This is an optimization exercise on Yosys and OpenROAD, whose aim is small area, a short achievable clock period and few clock cycles per item, not a production implementation. Only simulation tests tie the RTL to the original design; equivalence was not proved.

## v6
## RSA
module RSA #(
    parameter WIDTH = 16
)(
    input clk,
    input reset,
    input [WIDTH-1:0] Data,
    input [5:0] Key,
    input [WIDTH-1:0] N,
    output [WIDTH-1:0] Result,
    output Done
);
Size: ~3,400 cells after synthesis, roughly 60 flip-flops, about 57 I/O pins.
==> flow/config.mk <==
export PLATFORM = sky130hd
export DESIGN_NAME = RSA
export DESIGN_NICKNAME = RSA
export VERILOG_FILES = /design/flow/design.v
export SDC_FILE = /design/flow/constraint.sdc
export NUM_CORES = 4
export LEC_CHECK = 0
export ABC_AREA = 1
export CAP_MARGIN = 20
export CORE_MARGIN = 2
export CORE_UTILIZATION = 40
export PLACE_DENSITY = 0.6
export SLEW_MARGIN = 20
export SYNTH_HIERARCHICAL = 1
==> flow/constraint.sdc <==
create_clock -name core_clock -period 145.0 [get_ports {clk}]
set_input_delay 29.0000 -clock core_clock [delete_from_list [all_inputs] [get_ports {clk}]]
set_output_delay 29.0000 -clock core_clock [all_outputs]
set_load 0.01 [all_outputs]
standard.sh (not shown) runs the stock make flow with config.mk's settings and CLKGATE_MAP_FILE= SYNTH_SCRIPT=/design/flow/synth_recipe.tcl, a recipe that flattens the netlist after the stock synthesis.
==> flow/flow/run.sh <==
#!/bin/bash
# The standard layout (standard synthesis, hierarchical as config.mk sets, same
# constraints), with one change: ORFS's repair_timing steps aim for a setup
# slack of 115 ns instead of 0, so that gate sizing and buffering also shorten
# the paths inside the design, which the 145 ns clock alone never asks for.
set -euo pipefail
bash standard.sh SETUP_SLACK_MARGIN=115 finish > flow_make.log 2>&1
Testbench counts of v6, summed over its fixed seeds: cycles 9,070, ops 1,200.
> inputs changed (v6 -> v7)
==> flow/flow/run.sh <==
#!/bin/bash
# The standard layout with three changes; registers and constraints unchanged.
#  - Synthesis (hierarchical, as config.mk sets) extracts full/half adder cells
#    only in the top module RSA.  The small SRT-step and fix-up modules
#    (HSTEP, FIXUP in BRam.v) are left to ABC, which maps their short loop
#    much faster than a chain of adder cells.
#  - ABC's area script (flow/abc_area.script) buffers and downsizes but does
#    not upsize; the layout's timing repair sizes up only where needed.
#  - ORFS's repair_timing steps aim for a setup slack of 115 ns instead of 0,
#    so that sizing and buffering also work on the paths inside the design.
# ORFS's scripts are copied here so that only those two synthesis files differ.
set -euo pipefail
rm -rf scripts_sel
cp -r "$FLOW_HOME/scripts" scripts_sel
sed -i 's/^  extract_fa {\*}\[dont_use_extract_fa_args\]$/  extract_fa {*}[dont_use_extract_fa_args] RSA/' scripts_sel/synth.tcl
grep -q '^  extract_fa {\*}\[dont_use_extract_fa_args\] RSA$' scripts_sel/synth.tcl
cp flow/abc_area.script scripts_sel/abc_area.script
bash standard.sh SCRIPTS_DIR="$PWD/scripts_sel" SETUP_SLACK_MARGIN=115 finish > flow_make.log 2>&1
==> flow/flow/abc_area.script (new file) <==
strash
dch
map -B 0.9
topo
stime -c
buffer -c
dnsize -c
==> notes.md <==
- Average wire length per cell after detail routing: v7 and v6 compared, lower one is v7
- Cmp v7 vs v6: die width lower in v7
- v7 ends up with lower met2 capacity usage during global routing than v6 does.

========
== the reference run ==
RSA, a different RTL version from the one above (not shown whole).
Size: about 60 flip-flops, ~57 I/O pins.
export LEC_CHECK = 0
export ABC_AREA = 1
export CAP_MARGIN = 20
export CORE_MARGIN = 2
export CORE_UTILIZATION = 40
export PLACE_DENSITY = 0.6
export SLEW_MARGIN = 20
export SYNTH_HIERARCHICAL = 1
create_clock -name core_clock -period 145.0 [get_ports {clk}]
==> flow/flow/run.sh <==
#!/bin/bash
# The standard layout (standard synthesis, hierarchical as config.mk sets, same
# constraints), with one change: ORFS's repair_timing steps aim for a setup
# slack of 115 ns instead of 0, so that gate sizing and buffering also shorten
# the paths inside the design, which the 145 ns clock alone never asks for.
set -euo pipefail
bash standard.sh SETUP_SLACK_MARGIN=115 finish > flow_make.log 2>&1
Testbench counts of the reference run, summed over its fixed seeds: cycles 9,070, ops 1,200.
For the trial run, these inputs were changed with respect to the reference run:
==> flow/flow/run.sh <==
#!/bin/bash
# The standard layout with two changes; registers and constraints unchanged.
#  - Synthesis (hierarchical, as config.mk sets) extracts full/half adder cells
#    only in the top module RSA.  The small SRT-step and fix-up modules
#    (HSTEP, FIXUP in BRam.v) are left to ABC, which maps their short loop
#    much faster than a chain of adder cells.
#  - ORFS's repair_timing steps aim for a setup slack of 115 ns instead of 0,
#    so that sizing and buffering also work on the paths inside the design.
# ORFS's scripts are copied here so that only that one synthesis line differs.
set -euo pipefail
rm -rf scripts_sel
cp -r "$FLOW_HOME/scripts" scripts_sel
sed -i 's/^  extract_fa {\*}\[dont_use_extract_fa_args\]$/  extract_fa {*}[dont_use_extract_fa_args] RSA/' scripts_sel/synth.tcl
grep -q '^  extract_fa {\*}\[dont_use_extract_fa_args\] RSA$' scripts_sel/synth.tcl
bash standard.sh SCRIPTS_DIR="$PWD/scripts_sel" SETUP_SLACK_MARGIN=115 finish > flow_make.log 2>&1
==> comparison <==
Relative to the reference run, sum of met3 wire segment lengths after detailed routing increased by about 2.8% in the trial run. Looking at average cell area after synthesis across the trial run and the reference run, the one that comes out higher is the reference run. Summary: with the reference run as the reference, final cell count in the trial run moved up by a few percent. Of the trial run and the reference run, the lower cell area after synthesis belongs to the reference run.

[port drivers added, routing unchanged]
The results above use ideal ports. As a check the final layouts listed here were re-extracted and re-timed, cells and wires unchanged. Step 1 sets driving cells, clkbuf_16 on the clock port and buf_2 on the other inputs (assumed; they add their load-dependent delay and slew). Step 2 moves the port delays by t, midway between the first and last clock arrival at a register: inputs arrive t later, outputs are due t later. That takes back most of the time a late clock gives input paths. Slacks: no drivers / after step 1 / after step 2; pairs: no drivers / after step 1.
run	t (ns)	setup WS [ns]	clock arrival spread, ns
v6	0.368	108.854 / 108.854 / 108.854	0.008 / 0.009
v7	0.363	114.998 / 114.964 / 115.054	0.004 / 0.004
the reference run	0.362	112.152 / 112.152 / 112.152	0.008 / 0.008
the trial run	0.366	115.011 / 114.976 / 115.104	0.008 / 0.007
After both steps setup and hold are still met in every run listed.
